From an optimization exercise on the open Yosys and OpenROAD flow, aimed at small area, a short achievable clock period and few clock cycles per item; shortcuts taken in it are not production practice. Where RTL was checked, it was by simulation tests only, not by an equivalence proof against the original. For run 3, only the layout was checked, not whether the RTL still works. Power and IR drop assume default switching activity.

==> flow/design.v <==
module fpadder (output logic [31:0] sum, output logic ready,
                input logic [31:0] a, input logic clock, nreset);
    logic [1:0] state;
    always_ff @(posedge clock, negedge nreset)
        if (!nreset) state <= 2'b00;
        else         state <= {state[1] ^ state[0], state[1] | ~state[0]};
    assign ready = state[1] & state[0];
    logic load;
    assign load = state[1] & ~state[0];
    logic [31:0] n;
    always_ff @(posedge clock) n <= a;
    function automatic logic less(input logic [31:0] x, input logic [31:0] y);
        logic [31:0] g, p;
        g = ~x & y;
        p = ~x | y;
        for (int w = 1; w < 32; w = w * 2)
            for (int j = 0; j + w < 32; j += 2 * w) begin
                g[j + 2*w - 1] = g[j + 2*w - 1] | (p[j + 2*w - 1] & g[j + w - 1]);
                p[j + 2*w - 1] = p[j + 2*w - 1] & p[j + w - 1];
            end
        less = g[31];
    endfunction
    function automatic logic [4:0] lzc32(input logic [31:0] x);
        logic [15:0] z1, c1;
        logic [7:0]  z2;
        logic [7:0][1:0] c2;
        logic [3:0]  z3;
        logic [3:0][2:0] c3;
        logic [1:0]  z4;
        logic [1:0][3:0] c4;
        for (int i = 0; i < 16; i++) begin
            z1[i] = ~x[2*i+1] & ~x[2*i];
            c1[i] = ~x[2*i+1];
        end
        for (int i = 0; i < 8; i++) begin
            z2[i] = z1[2*i+1] & z1[2*i];
            c2[i] = z1[2*i+1] ? {1'b1, c1[2*i]} : {1'b0, c1[2*i+1]};
        end
        for (int i = 0; i < 4; i++) begin
            z3[i] = z2[2*i+1] & z2[2*i];
            c3[i] = z2[2*i+1] ? {1'b1, c2[2*i]} : {1'b0, c2[2*i+1]};
        end
        for (int i = 0; i < 2; i++) begin
            z4[i] = z3[2*i+1] & z3[2*i];
            c4[i] = z3[2*i+1] ? {1'b1, c3[2*i]} : {1'b0, c3[2*i+1]};
        end
        lzc32 = z4[1] ? {1'b1, c4[0]} : {1'b0, c4[1]};
    endfunction
    function automatic logic [24:0] add25(input logic [24:0] x, input logic [24:0] y, input logic ci);
        logic [25:0] g, p, h;
        g = {x & y, ci};
        p = {x | y, 1'b0};
        h = {x ^ y, 1'b0};
        for (int k = 0; k < 5; k++)
            for (int i = 0; i < 26; i++)
                if ((i >> k) & 1) begin
                    g[i] = g[i] | (p[i] & g[((i >> k) << k) - 1]);
                    p[i] = p[i] & p[((i >> k) << k) - 1];
                end
        add25 = h[25:1] ^ g[24:0];
    endfunction
    logic [7:0]  em, en;
    logic [22:0] fm, fn;
    logic        sm, sn;
    assign {sm, em, fm} = a;
    assign {sn, en, fn} = n;
    logic nan_m, nan_n, inf_m, inf_n, sg, ege, mbig, nan1, inf1, spec, sub;
    logic [8:0]  dmn;
    logic [7:0]  dnm, d;
    logic [23:0] bg, sml, shifted;
    logic [24:0] s1;
    logic        sign1;
    logic [7:0]  exp1;
    always_comb begin
        nan_m = (em == 8'hff) & (fm != 0);
        nan_n = (en == 8'hff) & (fn != 0);
        inf_m = (em == 8'hff) & (fm == 0);
        inf_n = (en == 8'hff) & (fn == 0);
        sg    = (sm == sn);
        nan1  = nan_m | nan_n;
        inf1  = ~nan1 & (inf_m | inf_n) & ~(inf_m & inf_n & ~sg);
        spec  = nan1 | inf1;
        sub   = ~sg & ~spec;
        dmn   = {1'b0, em} - {1'b0, en};
        dnm   = en - em;
        ege   = ~less({24'b0, em}, {24'b0, en});
        d     = ege ? dmn[7:0] : dnm;
        mbig  = ~less({1'b0, a[30:0]}, {1'b0, n[30:0]});
        bg    = spec ? 24'hffffff : mbig ? {1'b1, fm} : {1'b1, fn};
        sml   = mbig ? {1'b1, fn} : {1'b1, fm};
        shifted = ((d[7:5] != 0) | spec) ? 24'b0 : (sml >> d[4:0]);
        s1    = add25({1'b0, bg}, {1'b0, shifted} ^ {25{sub}}, sub | inf1);
        exp1  = nan1 ? 8'h00 : inf1 ? 8'hff : (ege ? em : en) + 8'd1;    
        sign1 = ~nan1 & (mbig ? sm : sn);
    end
    logic [24:0] s;
    logic [7:0]  e;      
    logic        sgn;
    always_ff @(posedge clock)
        if (load) begin
            s   <= s1;
            e   <= exp1;
            sgn <= sign1;
        end
    logic [4:0]  lz;
    logic [24:0] norm;
    logic [31:0] x0, x1, x2, x3, x4, x5;
    logic [7:0]  eo;
    logic        zero, ovf;
    always_comb begin
        lz   = lzc32({s, 7'b1000000});
        x0 = {s, 7'b0};
        x1 = lz[4] ? {x0[15:0], 16'b0} : x0;
        x2 = lz[3] ? {x1[23:0], 8'b0} : x1;
        x3 = lz[2] ? {x2[27:0], 4'b0} : x2;
        x4 = lz[1] ? {x3[29:0], 2'b0} : x3;
        x5 = lz[0] ? {x4[30:0], 1'b0} : x4;
        norm = x5[31:7];
        eo   = e - {3'b0, lz};
        zero = (s == 0) | (s[24] & (e == 8'h01) & (s[22:0] == 0));
        ovf  = s[24] & (e == 8'hff);
        if (ovf)             sum = {sgn, 8'hff, 23'h0};
        else if (zero)       sum = 32'h0;
        else                 sum = {sgn, eo, norm[23:1]};
    end
endmodule
==> flow/flow/run.sh <==
#!/bin/bash
# Standard ORFS flow (the standard.sh, run unchanged) with these changes
# to how the layout is made, passed as make variables:
#  - ADDER_MAP_FILE= : synthesis leaves adders as plain gates for ABC to map
#    (no extraction into ripple chains of full/half adder cells);
#  - SETUP_SLACK_MARGIN : repair_timing is asked to leave a setup margin, so
#    it shortens the critical path well below the clock period;
#  - BUFFER_PORTS_ARGS : the port buffers use a plain buffer cell instead of
#    the delay cell that buffer_ports picks by default.
# All tool output goes to standard.log and ORFS's own logs under orfs/logs.
set -uo pipefail
bash standard.sh SETUP_SLACK_MARGIN=12.25 "BUFFER_PORTS_ARGS=-buffer_cell sky130_fd_sc_hd__buf_1" ADDER_MAP_FILE= finish > standard.log 2>&1
==> flow/standard.sh <==
#!/bin/bash
# synth_recipe.tcl (not shown) runs the flow's synth.tcl, then flattens the netlist and writes it again
# the make line also repeats each setting of config.mk as NAME=value (left out here)
make -C /OpenROAD-flow-scripts/flow DESIGN_CONFIG=/design/flow/config.mk WORK_HOME=/design/flow/orfs CLKGATE_MAP_FILE= SYNTH_SCRIPT=/design/flow/synth_recipe.tcl "${@:-finish}"
==> flow/config.mk <==
export PLATFORM = sky130hd
export DESIGN_NAME = fpadder
export DESIGN_NICKNAME = fpadder
export VERILOG_FILES = /design/flow/design.v
export SDC_FILE = /design/flow/constraint.sdc
export NUM_CORES = 4
export LEC_CHECK = 0
export ABC_AREA = 1
export CAP_MARGIN = 20
export CORE_MARGIN = 2
export CORE_UTILIZATION = 60
export CTS_BUF_LIST = sky130_fd_sc_hd__clkbuf_8
export GPL_ROUTABILITY_DRIVEN = 0
export PLACE_DENSITY = 0.9
export SLEW_MARGIN = 20
export TNS_END_PERCENT = 0
==> flow/constraint.sdc <==
create_clock -name core_clock -period 20.0 [get_ports {clock}]
set_input_delay 4.0000 -clock core_clock [delete_from_list [all_inputs] [get_ports {clock}]]
set_output_delay 4.0000 -clock core_clock [all_outputs]
set_load 0.01 [all_outputs]
==> summary.txt, run 1 <==
Status
  – Outcome: no timing/DRC/antenna violations

Route
  – First-pass DRT Iterations: 10
  – Post-DRT Antenna Nets: 0
  – Detailed-route wire length: approximately 26,000 um
  – 1st-iter DRT viols: 1,553
  – Avg WL per Cell: between 10 and 15 um
  – DRC Markers: 0
  – Vias after detailed routing: 10,491
  – Post-DR vias/cell: 5.99

Floorplanning
  – Chip height: between 100 and 150 um
  – Starting Density: 61.3%
  – Die area: ~15,000 sq um
  – Die Wd: approximately 120 um
  – Site Rows: between 40 and 50
  – Core Region: around 14,000 sq um
  – Number of I/O pins: 67

Synth
  – Area share of the largest cell type after synthesis: between 10% and 20%
  – Area leader, netlist: nand2_1
  – Mapped Nets: between 1,500 and 2,000
  – Primary FF master, synth: edfxtp_1
  – Mean instance size in the synthesized netlist: 5.65 sq um
  – Mapped Cells: about 1,500
  – Distinct cells, synth: 57
  – Synthesized flop and latch total: 68
  – Syn. warnings: 1
  – Post-synth EDFFs: 34
  – Synth area leaders: nand2_1 (20%), nand3_1 (13%), edfxtp_1 (12%)
  – Synth async-reset ratio: about 3%
  – Post-synthesis sequential area ratio: between 20% and 30%
  – Mapped Area: about 8500 sq um
  – Most instantiated library cell after synthesis: nand2_1
  – Commonest cells post-synth: nand2_1 (446), nand3_1 (225), inv_1 (159)

Timing
  – Slew margin rel.: between 20% and 30%
  – Tightest Pin Transition: between 1000 and 1500 ps
  – Tmin final: about 7600 ps
  – Tcrit/Tclk final: 37.8%
  – Post-route setup TNS: 0 ps
  – Clock skew: roughly 12 ps
  – Final Setup Violations: 0
  – RSZ-0062 raised after global routing: yes
  – Post-route setup slack: between 10,000 and 15,000 ps
  – Max Fclk: around 130 MHz
  – Max Slew Vio Count: 0
  – Endpoints failing hold: 0

Power
  – Static Leak: approximately 4.6 nW
  – Cell Pwr Density: ~67 nW/um^2
  – Worst VDD drop: roughly 0.046 mV
  – Final Power: about 620 uW

Global routing
  – Largest net degree at the start of global routing: 67
  – Vias in the first global route: about 8,800
  – Gr usage total: about a third
  – First-pass GRT wire length: between 30,000 and 40,000 um
  – Initial antenna violation count: 0
  – Grt ovf: 0

CTS
  – Clock slew at reported path FFs: about 90 ps
  – Cts bufs inserted: 9
  – Clock root buffer: clkbuf_8
  – Max Buffers Root-to-Sink: 2
  – CTS H-tree lvls: 3
  – Sink Count: between 60 and 70
  – Worst skew pair latency: approximately 390 ps
  – TritonCTS clock tree: yes
  – Hold Buf Count CTS: 0

Placement
  – Port-buffer cells: 66
  – Post-DP HPWL: 18,100 um
  – Dpl ws: 11,260 ps
  – Dpl cell area: 8720 sq um

Critical path
  – Startpoint Class: flip-flop
  – Flop-to-flop setup slack: 15,620 ps
  – Max FO, Critical Path: 15
  – CP required: between 15,000 and 20,000 ps
  – Slowest cell delay on critical path: roughly 420 ps
  – Crit end category: primary output
  – CP max stage cell: edfxtp_1
  – Cells along the critical path: inv_1 -> nand3_2 -> nor4_4 -> inv_2 -> nor2_4 -> o21ai_2 -> nand2_4 -> clkinvlp_4 -> nand2_1 -> nand3_1 -> nand2_1 -> nand3_1 -> nand2_1 -> a21oi_1 -> inv_1 -> nor2_1 -> inv_1 -> or2_1 -> xor2_1 -> nor2_1 -> buf_1
  – Worst setup path class: flip-flop to primary output
  – R2R cell count: 23
  – Crit path DAT: about 3600 ps

Final layout
  – Layout area overhead: 10.3%
  – Final instance area: ~9400 sq um
  – Fraction of layout cells with a size suffix above 1: between 10% and 20%
  – # diodes: 0
  – Final nets: about 1,600

Flow run
  – Max Cap Viol: 0

Worst hold path
  – Hold Crit Depth: 1
  – Worst hold path type: flip-flop to flip-flop
## area by class of cell
cell class	instances	area, sq um
multi-input cells	1200	6020
fillers	1226	4500
flip-flops and latches	68	1710
inverters	189	734
repair buffers	96	485
well taps	180	225
clock buffers	10	138
clock inverters	6	47.5
repair inverters	3	20.0
## timing repair
action	CTS	global route
setup endpoints to repair	51	41
pin swaps	5	9
setup buffers	7	19
gates cloned	3	6
gates resized for setup	13	43
## critical path: cells and delay by family (launching register included)
family | cells | cell delay [ps]
and+or+nand+nor | 12 | 1530
buffers and inverters | 6 | 870
DFF | 1 | 420
AOI/OAI and AO/OA | 2 | 210
xor gates and xnor gates | 1 | 150
## layer usage
| metal | up-vias | track usage (%) | share of wire (%) |
|---|---|---|---|
| li1 | 5068 | - | - |
| met1 | 4561 | 38.3 | 38 |
| met3 | 167 | 7.56 | 10 |
| met2 | 695 | 54.6 | 46 |
| met4 | 0 | 16.6 | 6.0 |
| met5 | - | 0 | 0 |
## logic make-up after synthesis
kind of cell,Yosys count,share of synthesized area [%]
and+or+nand+nor,927,48.5
buffers and inverters,243,11.9
AOI/OAI and AO/OA,227,15.3
DFF,68,20.1
xor gates and xnor gates,35,3.69
muxes,5,0.588
## stage by stage
step / cells / hold WS (ps) / util, %
floorplan: 1505 / 460 / -
global placement: 1701 / 474 / 62.8
detailed placement: 1701 / 491 / 62.8
CTS: 1727 / 506 / 65.0
global route: 1752 / 526 / 67.6
finish: 1752 / 506 / 67.6
## where the power goes
part | switching [mW] | internal, mW
Combinational | 0.236 | 0.114
Sequential | 0.00355 | 0.160
Clock | 0.0621 | 0.0494
Total | 0.302 | 0.323
## placed cells by master, fill, tap and decap left out, types with 4 or more instances in the layout
master,netlist,routed
nand2_1,446,442
nand3_1,225,224
inv_1,159,153
nor2_1,142,133
o21ai_0,106,105
buf_1,4,66
a21oi_1,52,49
edfxtp_1,34,34
dfxtp_1,32,32
nand2_2,31,31
inv_2,28,29
buf_4,6,29
xnor2_1,20,20
nand4_1,17,17
nor3_1,17,15
xor2_1,14,14
nand2_4,6,13
o21ai_1,12,11
nor2_2,6,11
a21oi_2,8,11
o22ai_1,10,10
clkbuf_8,0,10
a31oi_1,9,8
nor2_4,3,8
clkinvlp_4,0,7
nand3b_1,7,7
or2_1,6,6
o211ai_1,6,6
mux2i_1,5,5
o21ai_2,3,5
nand3_2,4,5
a21o_1,4,4
nor3b_1,4,4
or2_2,4,4
## sequential cells by signal, indices dropped and copies added, names as in the netlist
name / count
n: 32
s: 25
e: 8
state: 2
sgn: 1
## path summary, 6_finish.rpt
path	start	to
min	state[1]$_DFF_PN0_	state[1]$_DFF_PN0_
max reg2reg	n[8]$_DFF_P_	s[21]$_DFFE_PP_
min reg2reg	state[1]$_DFF_PN0_	state[1]$_DFF_PN0_
max in group asynchronous	nreset	state[0]$_DFF_PN0_
max	s[14]$_DFFE_PP_	sum[30]
min in group asynchronous	nreset	state[0]$_DFF_PN0_
Testbench counts, summed over its fixed seeds: cycles 9,600, items 3,200.
==> run 2: changes to the inputs <==
--- a/flow/config.mk
+++ b/flow/config.mk
@@ -10,6 +10,6 @@
 export CORE_MARGIN = 2
-export CORE_UTILIZATION = 60
+export CORE_UTILIZATION = 50
 export CTS_BUF_LIST = sky130_fd_sc_hd__clkbuf_8
 export GPL_ROUTABILITY_DRIVEN = 0
-export PLACE_DENSITY = 0.9
+export PLACE_DENSITY = 0.8
 export SLEW_MARGIN = 20
==> summary.txt, run 2 <==
Status
  – Outcome: no timing/DRC/antenna violations

CTS
  – TritonCTS clock tree: yes
  – Clock root buffer: clkbuf_8
  – Sink Count: 68 (unchanged)
  – Clock slew at reported path FFs: 80 ps (about the same)
  – CTS H-tree lvls: 3 (unchanged)
  – Worst skew pair latency: 390 ps (about the same)
  – Cts bufs inserted: 9 (unchanged)
  – Max Buffers Root-to-Sink: 2 (unchanged)

Final layout
  – Multi-input gate area: 6010 sq um (-0.15%)
  – # diodes: 0 (unchanged)
  – Layout area overhead: 10.1%
  – Final nets: 1,598 (-0.19%)
  – Fillers: 1,650 (+35%)
  – Commonest non-fill, non-tap cell in the layout: nand2_1
  – Fraction of layout cells with a size suffix above 1: 11.3% (-0.61 points)
  – Register area: 1710 sq um (unchanged)
  – Largest register FFs: 32 (unchanged)
  – Most flop-heavy register: n
  – Regs by FF count: n x32, s x25, e x8
  – Final instance area: 9370 sq um (-0.13%)
  – Most frequent cells in the layout: nand2_1 (442), nand3_1 (223), inv_1 (155)

Global routing
  – First-pass GRT wire length: 39,600 um (-0.66%)
  – Gr usage total: 26.5% (-5.9 points)
  – Initial antenna violation count: 0 (unchanged)
  – Largest net degree at the start of global routing: 67 (unchanged)
  – Grt ovf: 0 (unchanged)
  – Vias in the first global route: 8,681 (-1.2%)

Flow run
  – Max Cap Viol: 0 (unchanged)

Synth
  – Post-synthesis sequential area ratio: 20.1% (unchanged)
  – Area share of the largest cell type after synthesis: 19.7% (unchanged)
  – Most instantiated library cell after synthesis: nand2_1
  – Post-synth EDFFs: 34 (unchanged)
  – Syn. warnings: 1 (unchanged)
  – Synth area leaders: nand2_1 (20%), nand3_1 (13%), edfxtp_1 (12%)
  – Mean instance size in the synthesized netlist: 5.65 sq um (unchanged)
  – Commonest cells post-synth: nand2_1 (446), nand3_1 (225), inv_1 (159)
  – Mapped Cells: 1,505 (unchanged)
  – Distinct cells, synth: 57 (unchanged)
  – Mapped Area: 8510 sq um (unchanged)
  – Primary FF master, synth: edfxtp_1
  – Synth async-reset ratio: 2.94% (unchanged)
  – Synthesized flop and latch total: 68 (unchanged)
  – Mapped Nets: 1,539 (unchanged)
  – Area leader, netlist: nand2_1

Power
  – Clock group share of total power: 16.9% (-0.9 points)
  – Register share of total power: 26.3% (+0.2 points)
  – Cell Pwr Density: 66.1 nW/um^2 (-0.70%)
  – Net Sw Power: 301 uW (-0.16%)
  – Internal power: 318 uW (-1.5%)
  – Combinational power share: 56.8% (+0.8 points)
  – Sw Ratio: 48.6% (+0.33 points)
  – Worst VDD drop: 0.0387 mV (-16%)
  – Static Leak: 4.58 nW (-0.84%)

Route
  – 1st-iter DRT viols: 1,176 (-24%)
  – Avg WL per Cell: 14.2 um (-3.2%)
  – Detailed-route wire length: 25,500 um (-1.2%)
  – Post-DRT Antenna Nets: 0 (unchanged)
  – Post-DR vias/cell: 5.66 (-5.5%)
  – Vias after detailed routing: 10,123 (-3.5%)
  – DRC Markers: 0 (unchanged)
  – First-pass DRT Iterations: 10 (unchanged)

Floorplanning
  – Site Rows: 47 (+9.3%)
  – Number of I/O pins: 67 (unchanged)
  – Die area: 18,100 sq um (+19%)
  – Die Wd: 134 um (+9.2%)
  – Chip height: 134 um (+9.2%)
  – Starting Density: 51.3% (-10 points)
  – Core Region: 16,600 sq um (+19%)

Critical path
  – R2R cell count: 25 (+8.7%)
  – Worst setup path class: flip-flop to primary output
  – Reg-to-Reg End: s[17]$_DFFE_PP_
  – CP required: 16,000 ps (about the same)
  – Crit end category: primary output
  – Flop-to-flop setup slack: 15,760 ps (+140 ps)
  – Startpoint Class: flip-flop
  – Crit path DAT: 3580 ps (about the same)
  – FF-to-FF Start: n[10]$_DFF_P_
  – Max FO, Critical Path: 15 (unchanged)

Timing
  – Tcrit/Tclk final: 37.9% (+0.045 points)
  – RSZ-0062 raised after global routing: yes
  – Tightest Pin Transition: 699 ps (-432 ps)
  – Tmin final: 7580 ps (+8.90 ps)
  – Slew margin rel.: 53.0% (+29 points)
  – Final Setup Violations: 0 (unchanged)
  – Clock skew: 15.7 ps (+3.42 ps)
  – Endpoints failing hold: 0 (unchanged)
  – Post-route setup TNS: 0 ps (unchanged)
  – Max Slew Vio Count: 0 (unchanged)
  – Max Fclk: 132 MHz (-0.12%)

Worst hold path
  – Worst hold endpoint: state[1]$_DFF_PN0_
  – Worst hold path type: flip-flop to flip-flop
  – Hold Crit Depth: 1 (unchanged)
  – Hold Startpoint: state[1]$_DFF_PN0_

Placement
  – Port-buffer cells: 66 (unchanged)
  – Post-DP HPWL: 18,400 um (+1.6%)
  – Dpl cell area: 8770 sq um (+0.55%)
[run 2: cell counts after synthesis]
Identical to the previous run, type by type.
[run 2: timing repair]
action	in CTS	in global routing
endpoints found under the setup margin	49	25
pin swaps	4	7
gates cloned	2	9
buffers inserted	3	18
gates resized for setup	13	38
hold buffers	0	0
[run 2: metrics by stage]
stage / utilization (%) / power [mW] / hold slack (ps) / setup slack [ps] / std cells
3_5_place_dp: 52.9 / 0.499 / 484 / 11320 / 1741
4_1_cts: 54.5 / 0.603 / 499 / 12240 / 1762
5_1_grt: 56.5 / 0.669 / 521 / 12180 / 1789
2_1_floorplan: - / 0.441 / 460 / 13070 / 1505
6_report: 56.5 / 0.620 / 499 / 12420 / 1789
3_3_place_gp: 52.9 / 0.489 / 475 / 11540 / 1741
[run 2: power by group through the flow]
stage / sequential, mW / clock (mW) / combinational (mW)
after floorplan: 0.165 / 0 / 0.276
after global placement: 0.166 / 0 / 0.323
after detailed placement: 0.166 / 0 / 0.333
after CTS: 0.163 / 0.106 / 0.335
after global routing: 0.164 / 0.111 / 0.395
final: 0.163 / 0.104 / 0.352
[run 2: how the worst max path moves through the flow]
stage | from | endpoint | cells past startpoint
floorplan | s[24]$_DFFE_PP_ | sum[30] | 21
global placement | s[24]$_DFFE_PP_ | sum[30] | 23
detailed placement | s[24]$_DFFE_PP_ | sum[30] | 23
CTS | s[24]$_DFFE_PP_ | sum[30] | 21
global route | s[16]$_DFFE_PP_ | sum[30] | 21
finish | s[16]$_DFFE_PP_ | sum[30] | 21
[run 2: logic make-up (layout without fill, tap and decap cells)]
kind of cell / Yosys count / count (layout) / synth area share (%)
XOR/XNOR: 35 / 35 / 3.69
AO/OA/AOI/OAI: 227 / 227 / 15.3
multiplexers: 5 / 5 / 0.588
flip-flops: 68 / 68 / 20.1
AND/OR/NAND/NOR: 927 / 934 / 48.5
buffers and inverters: 243 / 300 / 11.9
[run 2: critical path, stage by stage, from the launching register on]
cell	delay [ps]
edfxtp_1	440
nor2_2	140
nand3_2	150
nor4_4	340
inv_2	130
nor2_4	140
buf_4	150
o21ai_2	110
nand2_4	210
nand2_1	120
nand3_1	120
nand2_1	70
nand3_1	80
nand2_1	80
a21oi_1	120
inv_1	60
nor2_1	80
inv_1	60
or2_1	230
xor2_1	140
nor2_1	80
buf_1	150
[run 2: per-layer routing]
layer / up-vias / global-route usage [%] / share of wire, %
li1: 5041 / - / -
met3: 104 / 4.27 / 7.0
met4: 0 / 13.2 / 5.0
met1: 4532 / 33.5 / 42
met5: - / 0 / 0
met2: 446 / 43.9 / 46
[run 2: cell type report]
class,instances,share of cell area (%)
clock buffer,9,1.32
clock inverter,7,0.467
inverter,189,7.89
multi-input combinational,1201,64.2
sequential,68,18.3
tap,220,2.94
timing repair buffer,91,4.69
timing repair inverter,4,0.267
==> run 3: changes to the inputs <==
--- a/flow/design.v
+++ b/flow/design.v
@@ -53,8 +53,12 @@
         h = {x ^ y, 1'b0};
-        for (int k = 0; k < 5; k++)
-            for (int i = 0; i < 26; i++)
-                if ((i >> k) & 1) begin
-                    g[i] = g[i] | (p[i] & g[((i >> k) << k) - 1]);
-                    p[i] = p[i] & p[((i >> k) << k) - 1];
-                end
+        for (int k = 1; k <= 16; k = k * 2)
+            for (int i = 2 * k - 1; i < 26; i += 2 * k) begin
+                g[i] = g[i] | (p[i] & g[i - k]);
+                p[i] = p[i] & p[i - k];
+            end
+        for (int k = 16; k >= 1; k = k / 2)
+            for (int i = 3 * k - 1; i < 26; i += 2 * k) begin
+                g[i] = g[i] | (p[i] & g[i - k]);
+                p[i] = p[i] & p[i - k];
+            end
         add25 = h[25:1] ^ g[24:0];
==> summary.txt, run 3 <==
Status
  – Outcome: no timing/DRC/antenna violations

Final layout
  – Most frequent cells in the layout: nand2_1 (424), nand3_1 (196), inv_1 (157)
  – Regs by FF count: n x32, s x25, e x8
  – Largest register FFs: 32 (unchanged)
  – Post-Route Utilization: 58.4% (+1.9 points)
  – Final nets: 1,538 (-3.8%)
  – Commonest non-fill, non-tap cell in the layout: nand2_1
  – Fillers: 1,552 (-5.9%)
  – # diodes: 0 (unchanged)
  – Final instance area: 9350 sq um (-0.20%)
  – Layout area overhead: 13.2%
  – Most flop-heavy register: n
  – Finished Layout Cells: 1,725 (-3.6%)
  – Fraction of layout cells with a size suffix above 1: 11.6% (+0.25 points)

Power
  – Worst VDD drop: 0.0568 mV (+46%)
  – Internal power: 332 uW (+4.2%)
  – Sw Ratio: 46.3% (-2.3 points)
  – Cell Pwr Density: 66.0 nW/um^2 (-0.17%)
  – Clock group share of total power: 19.2% (+2.3 points)
  – Net Sw Power: 286 uW (-5.2%)
  – Combinational power share: 54.1% (-2.7 points)
  – Register share of total power: 26.6% (+0.3 points)
  – Static Leak: 4.52 nW (-1.2%)

Critical path
  – R2R cell count: 24 (-4.0%)
  – Crit end category: primary output
  – Startpoint Class: flip-flop
  – CP delay by family, top: simple AND/OR/NAND/NOR gates
  – Max FO, Critical Path: 26 (+11)
  – CP max stage cell: edfxtp_1
  – CP required: 16,000 ps (about the same)
  – Crit path DAT: 3720 ps (+140 ps)
  – Sum of buffers and inverters on the critical path: 8 (+3)
  – Slowest cell delay on critical path: 470 ps (+30 ps)
  – Levels on crit path: 27 (+29%)
  – Worst setup path class: flip-flop to primary output

Timing
  – Slew margin rel.: 56.2% (+3.2 points)
  – Clock skew: 19.4 ps (+3.66 ps)
  – Max Slew Vio Count: 0 (unchanged)
  – Tmin final: 7720 ps (+139 ps)
  – Post-route setup TNS: 0 ps (unchanged)
  – Tcrit/Tclk final: 38.6% (+0.69 points)
  – RSZ-0062 raised after global routing: yes
  – Endpoints failing hold: 0 (unchanged)
  – Final Setup Violations: 0 (unchanged)
  – Max Fclk: 130 MHz (-1.8%)
  – Tightest Pin Transition: 653 ps (-46.1 ps)
  – Post-route setup slack: 12,280 ps (-139 ps)

CTS
  – Max Buffers Root-to-Sink: 2 (unchanged)
  – Hold Buf Count CTS: 0 (unchanged)
  – Worst skew pair latency: 380 ps (about the same)
  – Cts bufs inserted: 9 (unchanged)
  – Clock root buffer: clkbuf_8
  – Clock slew at reported path FFs: 80 ps (about the same)
  – Sink Count: 68 (unchanged)
  – CTS H-tree lvls: 3 (unchanged)
  – TritonCTS clock tree: yes

Route
  – First-pass DRT Iterations: 8 (-2)
  – Detailed-route wire length: 25,400 um (-0.18%)
  – Vias after detailed routing: 9,791 (-3.3%)
  – Post-DRT Antenna Nets: 0 (unchanged)
  – Avg WL per Cell: 14.7 um (+3.5%)
  – DRC Markers: 0 (unchanged)
  – 1st-iter DRT viols: 1,167 (-0.77%)
  – Post-DR vias/cell: 5.68 (+0.31%)

Floorplanning
  – Chip height: 133 um (-1.4%)
  – Number of I/O pins: 67 (unchanged)
  – Core Region: 16,000 sq um (-3.5%)
  – Die area: 17,600 sq um (-2.8%)
  – Starting Density: 51.6% (+0.32 points)
  – Site Rows: 46 (-2.1%)
  – Die Wd: 133 um (-1.4%)

Synth
  – Commonest cells post-synth: nand2_1 (431), nand3_1 (197), inv_1 (159)
  – Synth area leaders: nand2_1 (20%), edfxtp_1 (12%), nand3_1 (12%)
  – Synthesized flop and latch total: 68 (unchanged)
  – Most instantiated library cell after synthesis: nand2_1
  – Synth async-reset ratio: 2.94% (unchanged)
  – Post-synthesis sequential area ratio: 20.7% (+0.60 points)
  – Mapped Area: 8260 sq um (-2.9%)
  – Area leader, netlist: nand2_1
  – Mapped Cells: 1,433 (-4.8%)
  – Syn. warnings: 1 (unchanged)
  – Mean instance size in the synthesized netlist: 5.76 sq um (+2.0%)
  – Post-synth EDFFs: 34 (unchanged)
  – Mapped Nets: 1,467 (-4.7%)
  – Area share of the largest cell type after synthesis: 19.6% (-0.091 points)
  – Distinct cells, synth: 54 (-5.3%)
  – Primary FF master, synth: edfxtp_1

Placement
  – Dpl cell area: 8550 sq um (-2.4%)
  – Port-buffer cells: 66 (unchanged)
  – Cells after DPL: 1,669 (-4.1%)
  – Post-DP HPWL: 18,000 um (-2.3%)
  – Dpl ws: 11,400 ps (+76.1 ps)

Global routing
  – Vias in the first global route: 8,120 (-6.5%)
  – Initial antenna violation count: 0 (unchanged)
  – Largest net degree at the start of global routing: 63 (-6.0%)
  – Grt ovf: 0 (unchanged)
  – Gr usage total: 26.7% (+0.15 points)
  – First-pass GRT wire length: 38,900 um (-1.7%)

Flow run
  – Max Cap Viol: 0 (unchanged)

Worst hold path
  – Hold Crit Depth: 1 (unchanged)
  – Worst hold path type: flip-flop to flip-flop
-- run 3: cell types whose count changed in the layout (fill, tap and decap cells not counted), sizes merged, moves of 11 or more --
cell / change
nand2: -28
nand3: -22
xor2: +12
inv: -14
buf: +11
-- run 3: logic make-up (layout without fill, tap and decap cells) --
| group | after synthesis | after routing | share of synthesized area [%] |
|---|---|---|---|
| AO/OA/AOI/OAI | 215 | 216 | 14.9 |
| XOR/XNOR | 50 | 50 | 5.53 |
| buffers and inverters | 226 | 296 | 11.2 |
| flip-flops | 68 | 68 | 20.7 |
| multiplexers | 4 | 4 | 0.485 |
| AND/OR/NAND/NOR | 870 | 875 | 47.2 |
-- run 3: layout make-up --
class / count / area [sq um] / share of cell area [%]
Tap cell: 216 / 270 / 2.89
Timing Repair Buffer: 105 / 633 / 6.77
Clock inverter: 7 / 75.1 / 0.803
Clock buffer: 9 / 124 / 1.32
Timing Repair inverter: 1 / 5.00 / 0.0535
Sequential cell: 68 / 1710 / 18.3
Multi-Input combinational cell: 1145 / 5860 / 62.7
Inverter: 174 / 668 / 7.15
-- run 3: path summary, 6_finish.rpt --
kind                                    startpoint                 end  slack, ps
worst max-delay path               s[22]$_DFFE_PP_             sum[30]      12280
worst min-delay path            state[1]$_DFF_PN0_  state[1]$_DFF_PN0_        510
worst max register to register       n[23]$_DFF_P_     s[22]$_DFFE_PP_      15820
worst min register to register  state[1]$_DFF_PN0_  state[1]$_DFF_PN0_        510
max in group asynchronous                   nreset  state[1]$_DFF_PN0_      16490
min in group asynchronous                   nreset  state[0]$_DFF_PN0_       3390
-- run 3: per-layer routing --
| layer | GRT usage (%) | share of wire, % | up-vias |
|---|---|---|---|
| met2 | 42.5 | 44 | 596 |
| met5 | 0 | 0 | - |
| li1 | - | - | 4835 |
| met1 | 35.7 | 41 | 4224 |
| met3 | 4.67 | 9.4 | 136 |
| met4 | 10.9 | 5.6 | 0 |
-- run 3: per-stage QoR --
stage | power, mW | hold WS [ps]
3_5_place_dp | 0.479 | 489
6_report | 0.617 | 507
5_1_grt | 0.662 | 540
4_1_cts | 0.598 | 501
2_1_floorplan | 0.424 | 460
3_3_place_gp | 0.472 | 474
-- run 3: timing repair --
item	CTS	global route
gates resized for setup	11	53
pin swaps	3	17
gates cloned	2	7
endpoints found under the setup margin	48	22
setup buffers	1	30
endpoints found under the hold margin	0	0
-- run 3: power groups by stage --
stage | combinational (mW) | clock (mW) | sequential, mW
3_3_place_gp | 0.305 | 0 | 0.167
4_1_cts | 0.314 | 0.120 | 0.164
2_1_floorplan | 0.258 | 0 | 0.167
6_report | 0.334 | 0.119 | 0.164
3_5_place_dp | 0.311 | 0 | 0.167
5_1_grt | 0.372 | 0.125 | 0.165

[what the ideal ports hide]
How much do the figures lean on ideal ports? The routed layouts below were timed once more, with nothing changed but the port constraints.
Step 1, drivers: a clkbuf_16 drives clock and a buf_2 each remaining input, both assumed.
Step 2, shift: input delay + t, output delay - t, t = (earliest + latest rising clock arrival at the registers) / 2. This alone moves slack from input paths to output paths.
Slacks: no drivers / after step 1 / after step 2; pairs: no drivers / after step 1.
run | shift t [ns] | setup WS [ns] | worst hold slack (ns) | worst setup path at the end
run 1 | 0.419 | 12.431 / 12.395 / 12.092 | 0.506 / 0.506 / 0.506 | input to register
run 2 | 0.414 | 12.422 / 12.386 / 12.191 | 0.499 / 0.499 / 0.499 | input to register
run 3 | 0.410 | 12.283 / 12.247 / 11.975 | 0.507 / 0.507 / 0.507 | input to register
After both steps setup and hold are still met in every run listed. The setup slack of run 1, which loses most, moves by -0.036 ns with the drivers and by -0.339 ns with both steps.
